From an optimization exercise on the open Yosys and OpenROAD flow, aimed at small area; shortcuts taken in it are not production practice.
Function was checked by simulation only, so behaviour that the tests miss may differ from the original.
The clock input has no modelled driver; a real chip could not lean on it and would need a root buffer or a full tree.
Power figures rest on the tool's default switching activity, not on a simulated workload.

## run 1
==> flow/design.v <==
`timescale 1ns / 1ps
module bcd(
    input  [3:0] n,
    output [6:0] seg
    );
    assign seg[0] = (~n[3] & ~n[2] & ~n[1] & n[0]) | (n[3] & n[1]) | (n[2] & ~n[1] & ~n[0]);
    assign seg[1] = (n[2] & n[1] & ~n[0]) | (n[3] & n[1]) | (n[2] & ~n[1] & n[0]);
    assign seg[2] = ~n[2] & n[1] & ~n[0];
    assign seg[3] = (n[2] & ~n[1] & ~n[0]) | (~n[3] & ~n[2] & ~n[1] & n[0]) | (n[2] & n[1] & n[0]);
    assign seg[4] = (n[2] & ~n[1]) | (n[3] & n[1]) | n[0];
    assign seg[5] = (~n[2] & n[1]) | (~n[3] & ~n[2] & n[0]) | (n[1] & n[0]);
    assign seg[6] = (~n[3] & ~n[2] & ~n[1]) | (n[3] & n[1]) | (n[2] & n[1] & n[0]);
endmodule
`timescale 1ns / 1ps
module top(
    input clk,
    input [3:0] sw,
    output SI,
    output [3:0] an,
    output [6:0] seg
    );
    function [13:0] inc14(input [13:0] q, input e);
        integer i; reg t;
        begin t = e; for (i = 0; i < 14; i = i + 1) begin inc14[i] = q[i] ^ t; t = t & q[i]; end end
    endfunction
    function [11:0] inc12(input [11:0] q, input e);
        integer i; reg t;
        begin t = e; for (i = 0; i < 12; i = i + 1) begin inc12[i] = q[i] ^ t; t = t & q[i]; end end
    endfunction
    function [10:0] inc11(input [10:0] q, input e);
        integer i; reg t;
        begin t = e; for (i = 0; i < 11; i = i + 1) begin inc11[i] = q[i] ^ t; t = t & q[i]; end end
    endfunction
    function [5:0] inc6(input [5:0] q, input e);
        integer i; reg t;
        begin t = e; for (i = 0; i < 6; i = i + 1) begin inc6[i] = q[i] ^ t; t = t & q[i]; end end
    endfunction
    function [4:0] inc5(input [4:0] q, input e);
        integer i; reg t;
        begin t = e; for (i = 0; i < 5; i = i + 1) begin inc5[i] = q[i] ^ t; t = t & q[i]; end end
    endfunction
    function [3:0] inc4(input [3:0] q, input e);
        integer i; reg t;
        begin t = e; for (i = 0; i < 4; i = i + 1) begin inc4[i] = q[i] ^ t; t = t & q[i]; end end
    endfunction
    function [2:0] inc3(input [2:0] q, input e);
        integer i; reg t;
        begin t = e; for (i = 0; i < 3; i = i + 1) begin inc3[i] = q[i] ^ t; t = t & q[i]; end end
    endfunction
    function [3:0] binc(input [3:0] d, input e);
        binc = {d[3] ^ (e & d[0] & ((d[1] & d[2]) | d[3])),
                d[2] ^ (e & d[0] & d[1]),
                d[1] ^ (e & d[0] & ~d[3]),
                d[0] ^ e};
    endfunction
    reg  [3:0] swd;
    wire st = swd[0];
    wire rs = swd[1];
    wire [1:0] md = swd[3:2];
    wire clr = rs | ~st;
    reg        P, PP;
    reg [10:0] C;       
    reg [13:0] SC;      
    reg [13:0] SP;      
    reg [13:0] M;       
    reg        SYNC;    
    reg        N;       
    wire sc_end = &{SC[13:7], SC[5], SC[3], SC[1]};
    wire sp_sat = &SP;
    wire ge39   = |C[10:6] | (C[5] & (C[4] | C[3] | (C[2] & C[1] & C[0])));
    wire ge78   = |C[10:7] | (C[6] & (C[5] | C[4] | (C[3] & C[2] & C[1])));
    wire ge156  = |C[10:8] | (C[7] & (C[6] | C[5] | (C[4] & C[3] & C[2])));
    wire ge161  = C[9] | C[8] | (C[7] & (C[6] | (C[5] & |C[4:0])));           
    wire ge285  = C[9] | (C[8] & (C[7] | C[6] | C[5] | (C[4] & C[3] & C[2] & (C[1] | C[0]))));  
    wire ge289  = C[9] | (C[8] & (C[7] | C[6] | (C[5] & |C[4:0])));          
    wire ge303  = C[9] | (C[8] & (C[7] | C[6] | (C[5] & (C[4] | (C[3] & C[2] & C[1] & C[0])))));  
    wire ge588  = C[9] & C[6] & C[3] & C[2];                                  
    wire ge606  = C[9] & (C[8] | C[7] | (C[6] & (C[5] | (C[4] & C[3] & C[2] & C[1]))));  
    wire ge666  = C[10] | (C[9] & (C[8] | (C[7] & (C[6] | C[5] | (C[4] & C[3] & (C[2] | C[1]))))));  
    wire ge740  = C[9] & C[7] & C[6] & C[5] & C[2];                           
    wire ge1000 = C[9] & C[8] & C[7] & C[6] & C[5] & C[3];                    
    wire ge1052 = C[10] & C[4] & C[3] & C[2];                                 
    wire s_lt9   = (SP < 14'd9);
    wire s_lt73  = (SP < 14'd73);
    wire s_lt79  = (SP < 14'd79);
    wire s_lt144 = (SP < 14'd144);
    reg tog3;
    always @(*) begin
        case (SP[3:0])
        4'd0: tog3 = ge1000;
        4'd1: tog3 = ge606;
        4'd2: tog3 = ge303;
        4'd3: tog3 = ge740;
        4'd4: tog3 = ge285;
        4'd5: tog3 = ge666;
        4'd6: tog3 = ge1052;
        4'd7: tog3 = ge666;
        default: tog3 = ge606;
        endcase
        if (!s_lt9)
            tog3 = s_lt73 ? ge289 : s_lt79 ? ge588 : ge161;
    end
    wire off = (md == 2'd3) & ~s_lt144;
    wire tog = (md == 2'd0) ? ge156 :
               (md == 2'd1) ? ge78 :
               (md == 2'd2) ? ge39 : tog3;
    wire n_next = ~rs & st & sc_end & SYNC;
    always @(posedge clk) begin
        swd <= sw;
        PP  <= P;
        P   <= ~clr & ~off & (P ^ tog);
        C   <= (clr | off | tog) ? 11'd0 : inc11(C, 1'b1);
        SC  <= (clr | sc_end) ? 14'd2430 : {SC[12:0], ~(SC[13] ^ SC[12])};
        SP  <= clr ? 14'd0 : inc14(SP, sc_end & ~sp_sat);
        if (!rs && !st && SYNC) M <= SP;
        SYNC <= rs | (st & (SYNC | (SP == M)));
        N <= n_next;
    end
    wire step = P & ~PP;
    reg [3:0] T0, T1, T2, T3;    
    reg [11:0] DC;               
    reg        DH;               
    reg [3:0]  D0, D1;           
    reg [3:0]  IA;               
    reg [11:0] PS;               
    reg [5:0]  CH;               
    reg [3:0]  H0, H1, H2, H3;   
    reg [2:0]  O;                
    reg [4:0]  U;                
    wire t_over = T3[3] & T3[1];
    wire t_b    = t_over & T3[0];
    wire t_a    = t_over & ~T3[0];
    wire tc0 = step & T0[0] & T0[3];
    wire tc1 = tc0 & T1[0] & T1[3];
    wire tc2 = tc1 & T2[0] & T2[3];
    wire dinc = DC[11];
    wire dc0  = dinc & DH;
    wire dc1  = dc0 & D0[0] & D0[3];
    wire ps_hi  = |PS[11:6];
    wire ps_mid = ps_hi | (PS[5] & |PS[4:0]);
    wire ch60   = (CH == 6'd60);
    wire ch61   = (CH == 6'd61);
    wire hi     = N & ps_hi;
    wire add60  = hi & ch60;
    wire add1   = hi & ch61;
    wire hc0    = add1 & H0[0] & H0[3];
    wire h1ge4  = H1[3] | H1[2];
    wire hc1    = (hc0 & H1[0] & H1[3]) | (add60 & h1ge4);
    wire hc2    = hc1 & H2[0] & H2[3];
    wire [3:0] h1p6 = h1ge4 ? {1'b0, H1[2:0] - 3'd4} : {H1[1], H1[2:0] + 3'd6};
    wire ia_inc = N & ps_mid & (SP < 14'd10);
    wire [2:0] o_next = inc3(rs ? 3'd0 : O, n_next);
    always @(posedge clk) begin
        O <= o_next;
        if (rs) begin
            T0 <= 0; T1 <= 0; T2 <= 0; T3 <= 0;
            DC <= 0; DH <= 0; D0 <= 0; D1 <= 0;
            IA <= 0; PS <= 0; CH <= 0;
            H0 <= 0; H1 <= 0; H2 <= 0; H3 <= 0;
            U <= 5'd4;
        end else begin
            U  <= inc5(U, 1'b1);
            T0 <= binc(T0, step);
            T1 <= binc(T1, tc0);
            T2 <= binc(T2, tc1);
            T3 <= t_over ? 4'd11 : inc4(T3, tc2);
            DC <= dinc ? 12'd0 : inc12(DC, step);
            DH <= DH ^ dinc;
            D0 <= binc(D0, dc0);
            D1 <= binc(D1, dc1);
            PS <= N ? 12'd0 : inc12(PS, step);
            IA <= inc4(IA, ia_inc);
            CH <= (N & ~ps_hi) ? 6'd0 : inc6(CH, hi & ~ch61);
            H0 <= binc(H0, add1);
            H1 <= add60 ? h1p6 : binc(H1, hc0);
            H2 <= binc(H2, hc1);
            H3 <= binc(H3, hc2);
        end
    end
    wire [1:0] cur = U[4:3];
    wire [1:0] om  = sw[1] ? 2'd0 : o_next[2:1];
    reg [3:0] d_steps, d_dist, d_init, d_hat, d_sel;
    always @(*) begin
        case (cur)
        2'd0: begin d_steps = T0; d_dist = {1'b0, DH, 1'b0, DH}; d_init = IA;   d_hat = H0; end
        2'd1: begin d_steps = T1; d_dist = 4'd10;                d_init = 4'd0; d_hat = H1; end
        2'd2: begin d_steps = T2; d_dist = D0;                   d_init = 4'd0; d_hat = H2; end
        default: begin d_steps = t_over ? 4'd0 : T3; d_dist = D1; d_init = 4'd0; d_hat = H3; end
        endcase
        if (t_b) d_steps = 4'd9;
        case (om)
        2'd0: d_sel = d_steps;
        2'd1: d_sel = d_dist;
        2'd2: d_sel = d_init;
        default: d_sel = d_hat;
        endcase
    end
    reg [3:0] dig, dig2;
    always @(posedge clk) begin
        dig  <= rs ? 4'd0 : d_sel;
        dig2 <= dig;
    end
    bcd dec (.n(dig2), .seg(seg));
    assign SI = ~rs & t_over;
    assign an = rs ? 4'b1110 :
                (cur == 2'd0) ? 4'b1110 :
                (cur == 2'd1) ? 4'b1101 :
                (cur == 2'd2) ? 4'b1011 : 4'b0111;
endmodule
export LEC_CHECK = 0
export CAP_MARGIN = 20
export CORE_MARGIN = 2
export CORE_UTILIZATION = 75
export PLACE_DENSITY = 0.85
export SLEW_MARGIN = 20
create_clock -name core_clock -period 150.0 [get_ports {clk}]
standard.sh (not shown) runs the stock make flow with config.mk's settings and CLKGATE_MAP_FILE= SYNTH_SCRIPT=/design/flow/synth_recipe.tcl, a recipe that flattens the netlist after the stock synthesis.
==> flow/flow/run.sh <==
#!/bin/bash
# The standard layout (standard.sh) with these changes:
#  - synthesis maps with an area-oriented ABC script (flow/synth.tcl);
#  - the port buffers are the smallest buffer;
#  - the clock tree is built by flow/cts.tcl (one root buffer, ten leaf
#    buffers over k-means clusters of the flip-flops) in place of TritonCTS.
# Each tool's output goes to a log here: make's to standard_*.log (ORFS's
# own step logs stay under orfs/logs), the clock tree step's to cts.log.
set -euo pipefail
export BUFFER_PORTS_ARGS="-buffer_cell sky130_fd_sc_hd__buf_1"
SYN="SYNTH_SCRIPT=$PWD/flow/synth.tcl"
bash standard.sh "$SYN" place > standard_place.log 2>&1
export RES=$PWD/orfs/results/sky130hd/top/base
export NLEAF=${NLEAF_OVERRIDE:-8} LEAF_BUF=sky130_fd_sc_hd__clkbuf_8 ROOT_BUF=sky130_fd_sc_hd__clkbuf_4
openroad -no_init -exit flow/cts.tcl > cts.log 2>&1
cp "$RES/4_1_cts.odb" "$RES/4_cts.odb"
touch "$RES/4_cts.sdc"
bash standard.sh "$SYN" finish > standard_finish.log 2>&1
==> flow/flow/area.abc <==
&get -n
&st
&deepsyn -T 30 -S 1
&dch
&nf -a -p
&put
topo
==> flow/flow/cts.tcl <==
# Clock tree in place of ORFS's TritonCTS step (4_1_cts): the clock sinks
# are split into NLEAF groups by k-means on their placed locations; each
# group gets one LEAF buffer at its centre, and one ROOT buffer, driven by
# the clock port, drives the leaf buffers. Then the placement is legalised
# and the result is written where ORFS's CTS step would write it.
set res $::env(RES)
set platform_dir $::env(FLOW_HOME)/platforms/sky130hd
read_liberty $platform_dir/lib/sky130_fd_sc_hd__tt_025C_1v80.lib
read_db $res/3_place.odb
read_sdc $res/3_place.sdc
source $platform_dir/setRC.tcl

proc build_clock_tree {nleaf leaf_master root_master} {
  set db [ord::get_db]
  set block [ord::get_db_block]
  set clknet [$block findNet clk]
  set sinks {}
  foreach it [$clknet getITerms] {
    set loc [[$it getInst] getLocation]
    lappend sinks [list $it [lindex $loc 0] [lindex $loc 1]]
  }
  set n [llength $sinks]
  # k-means, started from sinks evenly spaced in x order
  set sorted [lsort -integer -index 1 $sinks]
  set centers {}
  for {set k 0} {$k < $nleaf} {incr k} {
    set s [lindex $sorted [expr {int(($k + 0.5) * $n / $nleaf)}]]
    lappend centers [list [lindex $s 1] [lindex $s 2]]
  }
  for {set iter 0} {$iter < 100} {incr iter} {
    set groups [lrepeat $nleaf {}]
    foreach s $sinks {
      set best 0
      set bd 1e30
      for {set k 0} {$k < $nleaf} {incr k} {
        set c [lindex $centers $k]
        set d [expr {abs([lindex $s 1] - [lindex $c 0]) + abs([lindex $s 2] - [lindex $c 1])}]
        if {$d < $bd} { set bd $d; set best $k }
      }
      lset groups $best [concat [lindex $groups $best] [list $s]]
    }
    set newc {}
    for {set k 0} {$k < $nleaf} {incr k} {
      set g [lindex $groups $k]
      if {[llength $g] == 0} { lappend newc [lindex $centers $k]; continue }
      set sx 0
      set sy 0
      foreach s $g { set sx [expr {$sx + [lindex $s 1]}]; set sy [expr {$sy + [lindex $s 2]}] }
      lappend newc [list [expr {$sx / [llength $g]}] [expr {$sy / [llength $g]}]]
    }
    if {$newc == $centers} break
    set centers $newc
  }
  # root buffer at the centre of the leaf buffers
  set rinst [odb::dbInst_create $block [$db findMaster $root_master] clkbuf_root]
  set rnet [odb::dbNet_create $block clknet_root]
  $rnet setSigType CLOCK
  [$rinst findITerm A] connect $clknet
  [$rinst findITerm X] connect $rnet
  set sx 0
  set sy 0
  foreach c $centers { set sx [expr {$sx + [lindex $c 0]}]; set sy [expr {$sy + [lindex $c 1]}] }
  $rinst setLocation [expr {$sx / $nleaf}] [expr {$sy / $nleaf}]
  $rinst setPlacementStatus PLACED
  for {set k 0} {$k < $nleaf} {incr k} {
    set g [lindex $groups $k]
    if {[llength $g] == 0} continue
    set inst [odb::dbInst_create $block [$db findMaster $leaf_master] clkbuf_leaf_$k]
    set net [odb::dbNet_create $block clknet_leaf_$k]
    $net setSigType CLOCK
    [$inst findITerm A] connect $rnet
    [$inst findITerm X] connect $net
    foreach s $g {
      set it [lindex $s 0]
      $it disconnect
      $it connect $net
    }
    set c [lindex $centers $k]
    $inst setLocation [lindex $c 0] [lindex $c 1]
    $inst setPlacementStatus PLACED
    puts "clock leaf $k: [llength $g] sinks"
  }
}

build_clock_tree $::env(NLEAF) $::env(LEAF_BUF) $::env(ROOT_BUF)
detailed_placement
check_placement -verbose
set_propagated_clock [all_clocks]
estimate_parasitics -placement
report_clock_skew
set worst 0
foreach pin [get_pins -of_objects [get_cells *] -filter "name == CLK"] {
  set s [expr {max([get_property $pin slew_max_rise], [get_property $pin slew_max_fall])}]
  if {$s > $worst} { set worst $s }
}
puts "worst estimated clock pin slew: $worst"
unset_propagated_clock [all_clocks]
write_db $res/4_1_cts.odb
write_sdc -no_timestamp $res/4_cts.sdc
Other scripts of this flow, unchanged in this note and not shown: flow/flow/synth.tcl
Modified inputs, run 2 compared to run 1
- CORE_UTILIZATION: 75 -> 40
- PLACE_DENSITY: 0.85 -> unset
-- flow/flow/run.sh --
<<< run 1, line 14
export NLEAF=${NLEAF_OVERRIDE:-8} LEAF_BUF=sky130_fd_sc_hd__clkbuf_8 ROOT_BUF=sky130_fd_sc_hd__clkbuf_4
>>> run 2, line 14
export NLEAF=10 LEAF_BUF=sky130_fd_sc_hd__clkbuf_8 ROOT_BUF=sky130_fd_sc_hd__clkbuf_4
-- flow/flow/area.abc --
<<< run 1, line 5
&nf -a -p
>>> run 2, line 5
&nf -a -p -F 8 -A 4
Results
Run 2 against run 1: transition time of the tightest slew-check pin climbed 97 ps, net switching power figure now larger, clock insertion delay at the later pin of the skew report shows an increase of 40 ps, placer congestion estimate dropped 2.6%. Run 2 has switching power as a share of total power above what run 1 had. Run 1 has a lower delay of the slowest critical-path stage than run 2. Run 2 ended with less routed wire length than run 1.
--- input diff run 2..run 3 ---
- putting PLACE_DENSITY at 0.7 where nothing was set
- swapping 40 for 60 in CORE_UTILIZATION
-- flow/flow/run.sh --
<<< run 2, line 14
export NLEAF=10 LEAF_BUF=sky130_fd_sc_hd__clkbuf_8 ROOT_BUF=sky130_fd_sc_hd__clkbuf_4
>>> run 3, line 14
export NLEAF=${NLEAF_OVERRIDE:-8} LEAF_BUF=sky130_fd_sc_hd__clkbuf_8 ROOT_BUF=sky130_fd_sc_hd__clkbuf_4
-- flow/flow/area.abc --
<<< run 2, line 5
&nf -a -p -F 8 -A 4
>>> run 3, line 5
&nf -a -p
--- outcome ---
As of run 3, via count had fallen slightly compared to run 2.
Re total die area: run 2 and run 3 aren't equal, and the lower value belongs to run 3.
Run 2 and run 3 ended up with roughly the same sequential-cell power consumption.
Compared with run 2, run 3 shows a lower slew at the pin with the worst max-slew slack.
The post-route fraction of the period consumed by the critical path on run 2 is in line with that on run 3.
Inputs modified between run 3 and run 4:
- CORE_UTILIZATION: 60 -> 40
- PLACE_DENSITY: 0.7 -> unset
-- flow/flow/run.sh --
<<< run 3, line 14
export NLEAF=${NLEAF_OVERRIDE:-8} LEAF_BUF=sky130_fd_sc_hd__clkbuf_8 ROOT_BUF=sky130_fd_sc_hd__clkbuf_4
>>> run 4, line 14
export NLEAF=10 LEAF_BUF=sky130_fd_sc_hd__clkbuf_8 ROOT_BUF=sky130_fd_sc_hd__clkbuf_4
[summary]
On fraction of standard cell area in multi-input logic: run 4 sits below run 3.
Run 4 vs run 3 — reported leakage power climbed slightly
Run 4: final critical-path share of the clock period 0.22 points below run 3
Run 4 vs. run 3: detailed-routing iteration count for the pre-antenna-repair pass went up by 1.
Sort run 4 and run 3 by sequential cell fraction of total power desc -> top: run 3
In every run of this note, the design's own scripts or RTL, not TritonCTS, make the clock network.

-- port drivers added, routing unchanged --
Ports are ideal in the flow. The routed layouts listed here were re-timed in OpenROAD.
Step 1, drivers: a clkbuf_16 drives clk and a buf_2 each remaining input, both assumed.
Step 2, shift: input delay + t, output delay - t, t = (earliest + latest rising clock arrival at the registers) / 2. This alone moves slack from input paths to output paths.
Three values: ideal, step 1, step 2; two values: the first two.
run | t (ns) | slack for setup (ns) | hold slack, ns | worst data-port slew with drivers (ns)
run 1 | 0.530 | 117.769 / 117.739 / 118.269 | 0.345 / 0.345 / 0.345 | 0.03
run 2 | 0.558 | 117.621 / 117.588 / 118.147 | 0.347 / 0.347 / 0.347 | 0.03
run 3 | 0.526 | 117.680 / 117.652 / 118.177 | 0.336 / 0.336 / 0.336 | 0.03
run 4 | 0.555 | 118.009 / 117.978 / 118.533 | 0.339 / 0.339 / 0.339 | 0.03
After both steps every run listed still meets setup and hold.
